Source: an optimization exercise on an open RTL-to-GDS flow (aim: small area). Production flows keep margins and buffers that such runs may drop. In this exercise RTL edits were held to simulation tests only and were not proved equivalent to the original. Power and IR drop assume default switching activity. The clock port is modelled as an ideal driver; clocking choices that lean on that would not hold on a real chip.

## flow/design.v (module list and top-level ports; edited modules follow where they fit)
// module agc_core: 19339 lines
module agc_core(
    input wire clk,
    input wire rst,
    input wire BLKUPL_n,
    input wire BMGXM,
    input wire BMGXP,
    input wire BMGYM,
    input wire BMGYP,
    input wire BMGZM,
    input wire BMGZP,
    input wire CAURST,
    input wire CDUFAL,
    input wire CDUXM,
    input wire CDUXP,
    input wire CDUYM,
    input wire CDUYP,
    input wire CDUZM,
    input wire CDUZP,
    input wire CTLSAT,
    input wire DBLTST,
    input wire DKBSNC,
    input wire DKEND,
    input wire DKSTRT,
    input wire DOSCAL,
    input wire FLTOUT,
    input wire FREFUN,
    input wire GATEX_n,
    input wire GATEY_n,
    input wire GATEZ_n,
    input wire GCAPCL,
    input wire GUIREL,
    input wire HOLFUN,
    input wire IMUCAG,
    input wire IMUFAL,
    input wire IMUOPR,
    input wire IN3008,
    input wire IN3212,
    input wire IN3213,
    input wire IN3214,
    input wire IN3216,
    input wire IN3301,
    input wire ISSTOR,
    input wire LEMATT,
    input wire LFTOFF,
    input wire LRIN0,
    input wire LRIN1,
    input wire LRRLSC,
    input wire LVDAGD,
    input wire MAINRS,
    input wire MAMU,
    input wire MANmP,
    input wire MANmR,
    input wire MANmY,
    input wire MANpP,
    input wire MANpR,
    input wire MANpY,
    input wire MARK,
    input wire MDT01,
    input wire MDT02,
    input wire MDT03,
    input wire MDT04,
    input wire MDT05,
    input wire MDT06,
    input wire MDT07,
    input wire MDT08,
    input wire MDT09,
    input wire MDT10,
  // ...
==> flow/flow/run.sh <==
#!/bin/bash
# Own layout flow: the standard flow (standard.sh, unchanged synthesis),
# with two placement/CTS arguments changed:
#  - port buffers use the smallest buffer (buf_1) instead of the default pick;
#  - clock tree synthesis without dummy loads, with the clustering settings below.
# Every tool's output goes to flow.log here; ORFS keeps its per-step logs in orfs/logs.
set -euo pipefail
cd "$(dirname "$0")/.."
CTS="-sink_clustering_enable -repair_clock_nets -dont_use_dummy_load"
CTS="$CTS -buf_list sky130_fd_sc_hd__clkbuf_16 -sink_clustering_size 32 -sink_clustering_max_diameter 80"
bash standard.sh "CTS_ARGS=$CTS" "BUFFER_PORTS_ARGS=-buffer_cell sky130_fd_sc_hd__buf_1" finish > flow.log 2>&1
==> flow/standard.sh <==
#!/bin/bash
# synth_recipe.tcl (not shown) runs the flow's synth.tcl, then flattens the netlist and writes it again
# the make line also repeats each setting of config.mk as NAME=value (left out here)
make -C /OpenROAD-flow-scripts/flow DESIGN_CONFIG=/design/flow/config.mk WORK_HOME=/design/flow/orfs CLKGATE_MAP_FILE= SYNTH_SCRIPT=/design/flow/synth_recipe.tcl "${@:-finish}"
==> flow/config.mk <==
export PLATFORM = sky130hd
export DESIGN_NAME = agc_core
export DESIGN_NICKNAME = agc_core
export VERILOG_FILES = /design/flow/design.v
export SDC_FILE = /design/flow/constraint.sdc
export NUM_CORES = 8
export LEC_CHECK = 0
export CAP_MARGIN = 20
export CORE_MARGIN = 2
export CORE_UTILIZATION = 65
export SLEW_MARGIN = 20
==> flow/constraint.sdc <==
create_clock -name core_clock -period 10.0 [get_ports {clk}]
set_input_delay 2.0000 -clock core_clock [delete_from_list [all_inputs] [get_ports {clk}]]
set_output_delay 2.0000 -clock core_clock [all_outputs]
set_load 0.01 [all_outputs]
==> qor.csv, run 1 <==
stage;metric;value;unit
status;status;finished clean;
pwr;swShare;0.2338;
finish;clkCellAreaFrac;0.03148;
critical_path;cp.arrival;2.82;ns
finish;finalNetCount;16410;
global_route;grt_pass1_vias;115300;
routing;drc;0;
routing;detail-route-antenna-nets;0;
floorplanning;core.rowCount;204;
critical_path;reg2reg_to;U19019_B_y;
finish;nClkBuffers;268;
logic_synthesis;synthAdderAreaFrac;0.0001243;
floorplanning;io_pins;364;
finish;mostFrequentLayoutCells;dfxtp_1, inv_1, nor2_1, dfrtp_1, nor3_1;
logic_synthesis;yosys.area_share.simple;0.09217;
logic_synthesis;muxShareOfSynthArea;0.00004973;
worst_hold_path;worstHoldStart;U16008_C_y;
worst_hold_path;hp-class;flip-flop to flip-flop;
sta;setup_slack;5.180;ns
logic_synthesis;synth-main-ff-cell;dfxtp_1;
global_route;gr-max-usage-layer;met2;
sta;worstMarginPinSlew;1.247;ns
finish;seq_share;0.7207;
placed_design;placed_area;206200;um2
sta;finalCriticalPeriod;4.820;ns
global_route;use_met3;0.04009;
global_route;grt_use_total;0.3107;
critical_path;critPathSlowestCell;o221ai_1;
logic_synthesis;netlist_top_cells_count;dfxtp_1, inv_1, nor2_1;
critical_path;path_common_cell;buf_1;
finish;largest_reg_flops;5;
routing;route.met3.wl;28180;um
global_route;grt_pass1_wl;736700;um
sta;clock_skew;0.04859;ns
pwr;powerDensity;227.8;nW/um2
==> run 2, diff against run 1 <==
--- a/flow/flow/run.sh
+++ b/flow/flow/run.sh
@@ -9,3 +9,3 @@
 CTS="-sink_clustering_enable -repair_clock_nets -dont_use_dummy_load"
-CTS="$CTS -buf_list sky130_fd_sc_hd__clkbuf_16 -sink_clustering_size 32 -sink_clustering_max_diameter 80"
+CTS="$CTS -buf_list sky130_fd_sc_hd__clkbuf_8 -sink_clustering_size 19 -sink_clustering_max_diameter 70"
 bash standard.sh "CTS_ARGS=$CTS" "BUFFER_PORTS_ARGS=-buffer_cell sky130_fd_sc_hd__buf_1" finish > flow.log 2>&1
==> qor.csv, run 2 <==
stage;metric;value;unit;change
critical_path;cp.arrival;3.10;ns;+0.28 ns
routing;vias;116600;;
global_route;grt_antenna_before_repair;39;;
clock_network;path_clk_slew;0.11;ns;
logic_synthesis;yosysSeqAreaShare;0.7626;;
logic_synthesis;yosys.area_share.simple;0.09217;;unchanged
pwr;powerDensity;224.1;nW/um2;-1.6%
routing;first_pass_iters;6;;
sta;clock_skew;0.05295;ns;+0.004365 ns
floorplanning;fp.dieH;560.5;um;
placed_design;gp_congestion;0.9006;;
finish;layout-drive-gt1-share;0.04385;;
finish;fillers;22500;;
clock_network;post-cts-setup-buffers;0;;
sta;worstMarginPinSlew;1.204;ns;-0.04359 ns
logic_synthesis;yosysUniqueCellTypes;66;;
sta;setup_violations;0;;
clock_network;h-tree-depth;5;;
critical_path;path_class;flip-flop to output pin;;
critical_path;reg2reg_to;U5055_C_y;;
sta;fin_setup_tns;0;ns;
sta;whs;0.3466;ns;
clock_network;cts_sinks;7366;;
worst_hold_path;hp-class;flip-flop to flip-flop;;
logic_synthesis;synthArstFlopShare;0.1614;;
logic_synthesis;yosysMostFrequentCell;dfxtp_1;;
floorplanning;die_area;314200;um2;
logic_synthesis;synth_fp_nets;16190;;
critical_path;path_max_fanout;17;;
logic_synthesis;synth_top_area_frac;0.6143;;
routing;vias_per_cell;5.674;;
critical_path;crit_start;U31016_F_y;;
status;status;finished clean;;
placed_design;dp_hpwl;343400;um;
critical_path;worstRegToRegCells;3;;
clock_network;cts_resized;0;;
floorplanning;start_util;0.6523;;
finish;regMostFlops;cdiv;;
logic_synthesis;synth-seq-cells;7366;;
finish;multi_input_area;37620;um2;
clock_network;cts-root-buf;clkbuf_8;;
floorplanning;coreArea;308600;um2;
logic_synthesis;syn_area;201300;um2;
finish;mostFrequentLayoutCells;dfxtp_1, inv_1, nor2_1, dfrtp_1, nor3_1;;
logic_synthesis;synth_compound_area_frac;0.09441;;
sta;min_period_over_period;0.5096;;
routing;detail-route-antenna-nets;0;;unchanged
logic_synthesis;synth_top_family_by_area;compound AO/OA/AOI/OAI gates;;
routing;drc;0;;unchanged
job;drv_cap;0;;
clock_network;clockBufferDepth;4;;
logic_synthesis;netlist_top_cells_count;dfxtp_1, inv_1, nor2_1;;
placed_design;port_buffers;362;;
finish;final_common_cell;dfxtp_1;;
critical_path;worstPathRequired;8.00;ns;
finish;largest_reg_flops;5;;unchanged
sta;timing.fmax;196.2;MHz;
global_route;grt_pass1_vias;116700;;+1.2%
pwr;p_total;47550;uW;
sta;rsz0062_at_grt;no;;
finish;seqCellArea;153500;um2;
critical_path;critPathMaxStageDelay;1.13;ns;
logic_synthesis;synth_xor_area_frac;0.00004351;;
sta;finalHoldViolCount;0;;
critical_path;critPathSlowestCell;dfstp_2;;
logic_synthesis;muxShareOfSynthArea;0.00004973;;unchanged
critical_path;endpoint;ERAS_WDATA[15];;
logic_synthesis;synth.largest_area_cell;dfxtp_1;;
floorplanning;core.rowCount;204;;unchanged
floorplanning;die_w;560.5;um;
finish;utilization;0.6875;;
critical_path;regToRegStartpoint;U2039_E_y;;
routing;wirelength;496000;um;
critical_path;startpoint_type;flip-flop;;
global_route;grt_max_degree;162;;
sta;slew_headroom;0.1914;;
sta;finalMaxSlewViolations;0;;
clock_network;ctsHoldBuffers;0;;
logic_synthesis;yosys_warnings;1;;
global_route;grt_pass1_wl;741100;um;+0.61%
routing;dr.first_iter.drc_count;9338;;
finish;synthToLayoutAreaGrowth;5.395;%;
logic_synthesis;synthCells;16000;;
global_route;grt_overflow;0;;
global_route;grt_use_total;0.3123;;+0.001630
critical_path;end_kind;output pin;;
pwr;cellLeakagePower;0.08748;uW;
logic_synthesis;synth-main-ff-cell;dfxtp_1;;
clock_network;insertion_delay;1.13;ns;
logic_synthesis;synth_area_leaders;dfxtp_1, dfrtp_1, inv_1, a2111oi_0, nor3_1;;
sta;finalCriticalPeriod;5.096;ns;+0.2756 ns
routing;avgRoutedWirePerCell;24.14;um;
pwr;peakVddDrop;0.0001774;V;
floorplanning;io_pins;364;;unchanged
clock_network;numCtsBuffers;425;;
finish;finalNetCount;16560;;+0.96%
logic_synthesis;syn_area_per_cell;12.58;um2;
clock_network;cts_tree;built;;
logic_synthesis;synth-edff-count;0;;
logic_synthesis;synthAdderAreaFrac;0.0001243;;unchanged
critical_path;ff2ff_setup_slack;7.63;ns;
critical_path;crit_chain;o221ai_1 -> buf_1;;
## run 2: cell counts after synthesis
No cell type changed its count.
## run 2: kinds of logic (layout without fill, tap and decap cells)
family	after synthesis	in the layout
buffers and inverters	2545	2918
xor gates and xnor gates	1	1
DFF	7366	7366
adders and majority gates	2	2
other	0	51
and+or+nand+nor	3711	3711
muxes	1	1
AOI/OAI and AO/OA	2375	2375
## run 2: through the flow
stage / instances / cell area, um2 / worst slack (ns)
after CTS: 20490 / 212000 / 4.792
after detailed placement: 20070 / 206200 / 4.693
after global placement: 20070 / 206100 / 4.752
after global routing: 20520 / 212100 / 4.846
after floorplan: 16000 / 201300 / 0.7510
final: 20550 / 212200 / 4.904
## run 2: how the worst min path moves through the flow
stage,startpoint,endpoint,slack [ns],depth (start not counted)
floorplan,U7037_D_y,U7037_E_y,0.32,1
global placement,U16009_C_y,U16009_C_p,0.34,0
detailed placement,U21057_A_y,U21057_A_p,0.34,0
CTS,U31032_A_y,U31032_A_p,0.35,0
global route,U16013_C_y,U16013_C_p,0.35,0
finish,U11051_B_y,U11051_B_p,0.35,0
## run 2: worst max-delay path, delay by kind of cell (launching register included)
| kind | cells | cell delay (ns) |
|---|---|---|
| AOI/OAI and AO/OA | 1 | 0.48 |
| DFF | 1 | 1.13 |
| buffers and inverters | 1 | 0.24 |
## run 2: cell type report
type                       count  area share
antenna                       51   0.0006016
inverter                    2036     0.03610
timing repair buffer         457     0.01049
sequential                  7366      0.7236
tap                         4120     0.02430
multi-input combinational   6090      0.1773
clock buffer                 425     0.02757
## run 2: metal layers
layer / part of all wire / GRT usage / vias to the layer above / wire (um)
met5: 0.000026 / 0 / - / 13
met4: 0.037 / 0.1047 / 2 / 18480
met3: 0.056 / 0.04337 / 646 / 27870
met2: 0.45 / 0.4870 / 2885 / 224700
met1: 0.45 / 0.4534 / 58740 / 225000
li1: - / - / 54290 / -
## run 2: power breakdown
group | switching (uW) | internal (uW) | leakage [uW]
registers | 1610 | 31600 | 0.0643
clock network | 8360 | 3830 | 0.00306
logic | 1460 | 732 | 0.0201
total | 11400 | 36100 | 0.0875
==> run 3, diff against run 2 <==
--- a/flow/flow/run.sh
+++ b/flow/flow/run.sh
@@ -9,3 +9,3 @@
 CTS="-sink_clustering_enable -repair_clock_nets -dont_use_dummy_load"
-CTS="$CTS -buf_list sky130_fd_sc_hd__clkbuf_8 -sink_clustering_size 19 -sink_clustering_max_diameter 70"
+CTS="$CTS -buf_list sky130_fd_sc_hd__clkbuf_8 -sink_clustering_size 17 -sink_clustering_max_diameter 60"
 bash standard.sh "CTS_ARGS=$CTS" "BUFFER_PORTS_ARGS=-buffer_cell sky130_fd_sc_hd__buf_1" finish > flow.log 2>&1
==> qor.csv, run 3 <==
stage;metric;value;unit;change
finish;regMostFlops;cdiv;;
job;drv_cap;0;;unchanged
routing;wl_met2;226000;um;+0.58%
logic_synthesis;syn_area_per_cell;12.58;um2;unchanged
worst_hold_path;worstHoldStart;U15029_C_y;;
clock_network;path_clk_slew;0.10;ns;about the same
sta;setup_violations;0;;unchanged
finish;finalNetCount;16620;;+0.33%
pwr;power.switching;11530;uW;+0.85%
sta;finalMaxSlewViolations;0;;unchanged
critical_path;startpoint_type;flip-flop;;
clock_network;post-cts-setup-buffers;0;;unchanged
finish;mostFrequentLayoutCells;dfxtp_1, inv_1, nor2_1, dfrtp_1, nor3_1;;
logic_synthesis;yosysSeqAreaShare;0.7626;;unchanged
worst_hold_path;holdPathEnd;U15029_C_p;;
finish;instances_no_fill;20590;;+0.20%
worst_hold_path;hp-class;flip-flop to flip-flop;;
placed_design;gp_congestion;0.9006;;unchanged
sta;clock_skew;0.07482;ns;+0.02187 ns
logic_synthesis;netlist_top_cells_count;dfxtp_1, inv_1, nor2_1;;
pwr;clkPwrFrac;0.265;;+0.009
floorplanning;coreArea;308600;um2;unchanged
placed_design;dp.cells;20070;;unchanged
floorplanning;start_util;0.6523;;unchanged
placed_design;port_buffers;362;;unchanged
logic_synthesis;synth_area_leaders;dfxtp_1, dfrtp_1, inv_1, a2111oi_0, nor3_1;;
floorplanning;core.rowCount;204;;unchanged
global_route;grt_overflow;0;;unchanged
logic_synthesis;synth_top_area_frac;0.6143;;unchanged
routing;first_pass_iters;6;;unchanged
finish;synthToLayoutAreaGrowth;5.754;%;
placed_design;dp_hpwl;343400;um;unchanged
critical_path;path_max_fanout;17;;unchanged
clock_network;ctsHoldBuffers;0;;unchanged
routing;wirelength;496900;um;+0.17%
logic_synthesis;yosysMostFrequentCell;dfxtp_1;;
routing;vias;116900;;+0.30%
sta;finalHoldViolCount;0;;unchanged
critical_path;path_class;flip-flop to output pin;;
critical_path;crit_chain;o221ai_1 -> buf_1;;
logic_synthesis;synth.largest_area_cell;dfxtp_1;;
clock_network;cts_sinks;7366;;unchanged
floorplanning;io_pins;364;;unchanged
critical_path;regToRegStartpoint;U14036_E_y;;
critical_path;cp.arrival;3.04;ns;-0.06 ns
pwr;powerDensity;226.0;nW/um2;+0.82%
pwr;comb_power_share;0.046;;about the same
logic_synthesis;yosys_warnings;1;;unchanged
pwr;internal_power;36570;uW;+1.3%
floorplanning;die_area;314200;um2;unchanged
routing;dr.first_iter.drc_count;9303;;-0.37%
logic_synthesis;synth-main-ff-cell;dfxtp_1;;
worst_hold_path;min_delay_path_depth;0;;unchanged
critical_path;worstRegToRegCells;2;;-1
critical_path;reg2reg_to;U19019_B_y;;
routing;highest_layer;met5;;
routing;detail-route-antenna-nets;0;;unchanged
finish;largest_reg_flops;5;;unchanged
global_route;grt_pass1_wl;742600;um;+0.20%
sta;finalCriticalPeriod;5.045;ns;-0.05131 ns
sta;fin_setup_tns;0;ns;unchanged
routing;route.met3.wl;26640;um;-4.4%
critical_path;critPathMaxStageDelay;1.16;ns;+0.03 ns
sta;slew_headroom;0.1670;;-0.02441
pwr;seqPwrFrac;0.689;;-0.009
critical_path;critPathSlowestCell;dfstp_2;;
clock_network;cts_resized;0;;unchanged
status;status;finished clean;;
logic_synthesis;yosysUniqueCellTypes;66;;unchanged
logic_synthesis;syn_area;201300;um2;unchanged
clock_network;clockBufferDepth;4;;unchanged
logic_synthesis;synth-seq-cells;7366;;unchanged
routing;vias_per_cell;5.679;;about the same
clock_network;numCtsBuffers;480;;+13%
global_route;grt_max_degree;162;;unchanged
logic_synthesis;synth-edff-count;0;;unchanged
finish;final_common_cell;dfxtp_1;;
logic_synthesis;synthArstFlopShare;0.1614;;unchanged
routing;avgRoutedWirePerCell;24.14;um;about the same
floorplanning;fp.dieH;560.5;um;unchanged
global_route;grt_antenna_before_repair;40;;+2.6%
clock_network;h-tree-depth;5;;unchanged
pwr;cellLeakagePower;0.08787;uW;+0.45%
floorplanning;die_w;560.5;um;unchanged
sta;timing.fmax;198.2;MHz;+1.0%
routing;wl_met1;225000;um;about the same
global_route;grt_use_total;0.3129;;+0.0005502
sta;min_period_over_period;0.5045;;-0.005131
critical_path;ff2ff_setup_slack;7.62;ns;about the same
clock_network;insertion_delay;1.17;ns;+0.04 ns
global_route;grt_pass1_vias;117100;;+0.34%
clock_network;cts-root-buf;clkbuf_8;;
critical_path;worstPathRequired;8.00;ns;about the same
pwr;swShare;0.2396;;-0.0007457
routing;drc;0;;unchanged
logic_synthesis;synth_fp_nets;16190;;unchanged
critical_path;end_kind;output pin;;
logic_synthesis;synthCells;16000;;unchanged
sta;rsz0062_at_grt;no;;
finish;layout-drive-gt1-share;0.04705;;+0.003201
sta;worstMarginPinSlew;1.240;ns;+0.03633 ns
clock_network;cts_tree;built;;
pwr;peakVddDrop;0.0001652;V;-6.8%
[run 3: cell types whose count changed in the layout (fill, tap and decap cells not counted), sizes merged]
| cell | delta |
|---|---|
| diode | -13 |
| clkbuf | +55 |
[run 3: layer usage]
layer	GRT usage	vias to the layer above
li1	-	54390
met1	0.4516	59010
met2	0.4910	2844
met3	0.04072	665
met4	0.1090	4
met5	0	-
[run 3: critical path: cells and delay by family, from the launching register on]
kind                   cells  cell delay, ns
AOI/OAI and AO/OA          1            0.48
DFF                        1            1.16
buffers and inverters      1            0.24
[run 3: area by class of cell]
class                           count  area [um2]
Sequential cell                  7366      153500
Fill cell                       22440       95710
Multi-Input combinational cell   6090       37620
Inverter                         2036        7659
Clock buffer                      480        6606
Tap cell                         4120        5155
Timing Repair Buffer              457        2226
Antenna cell                       38       95.09
[run 3: kinds of logic after synthesis]
group           count (synthesis)  share of synthesized area
flops                        7366                     0.7626
simple gates                 3711                    0.09217
buf+inv                      2545                    0.05057
mux                             1                 0.00004973
compound gates               2375                    0.09441
fa+ha+maj                       2                  0.0001243
xor+xnor                        1                 0.00004352
[run 3: per-stage QoR]
step	instance area [um2]	power (uW)	hold WS [ns]	setup slack [ns]	util
after CTS	212800	48260	0.3254	4.767	0.6895
final	212900	48100	0.3253	4.955	0.6898
after global placement	206100	35770	0.3367	4.752	0.6680
after floorplan	201300	34410	0.3206	0.7510	-
after detailed placement	206200	35980	0.3380	4.693	0.6681
after global routing	212800	49810	0.3233	4.825	0.6897
[run 3: power groups by stage]
stage	clock [uW]	sequential [uW]	combinational, uW
floorplan	0	33000	1440
global placement	0	33700	2100
detailed placement	0	33800	2190
CTS	12900	33200	2210
global route	14000	33400	2430
finish	12700	33200	2200
[run 3: worst max path at each step]
stage	slack (ns)	endpoint	cells after the start	start
2_1_floorplan	0.75	U10003_B_y	6	rst
3_3_place_gp	4.75	U9033_B_y	6	rst
3_5_place_dp	4.69	U10051_C_y	6	rst
4_1_cts	4.77	ERAS_WDATA[15]	2	U31016_F_y
5_1_grt	4.83	ERAS_WDATA[15]	2	U31016_F_y
6_report	4.96	ERAS_WDATA[15]	2	U31016_F_y

==> port drivers added, routing unchanged <==
The flow's constraints put no driver on any port. The routed layouts listed below were extracted and timed again, unchanged, in two steps. Step 1: set_driving_cell puts a clkbuf_16 on clk and a buf_2 on each other input, an assumption about the parent block. Step 2 adds t to the input delays and takes it off the output delays; t is the mean of the earliest and latest rising clock arrival at the registers after step 1. Input paths then give back, and output paths get back, about the clock's delay inside the block. a / b / c = ideal / step 1 / step 2; a / b = the first two.
| run | shift t [ns] | setup WS [ns] | cell pins on the clock port's net |
|---|---|---|---|
| run 1 | 1.032 | 5.180 / 5.082 / 4.659 | 1 |
| run 2 | 1.225 | 4.904 / 4.790 / 4.627 | 1 |
| run 3 | 1.225 | 4.955 / 4.853 / 4.661 | 1 |
After both steps every run listed still meets setup and hold. The setup slack of run 1, which loses most, moves by -0.098 ns with the drivers and by -0.521 ns with both steps.
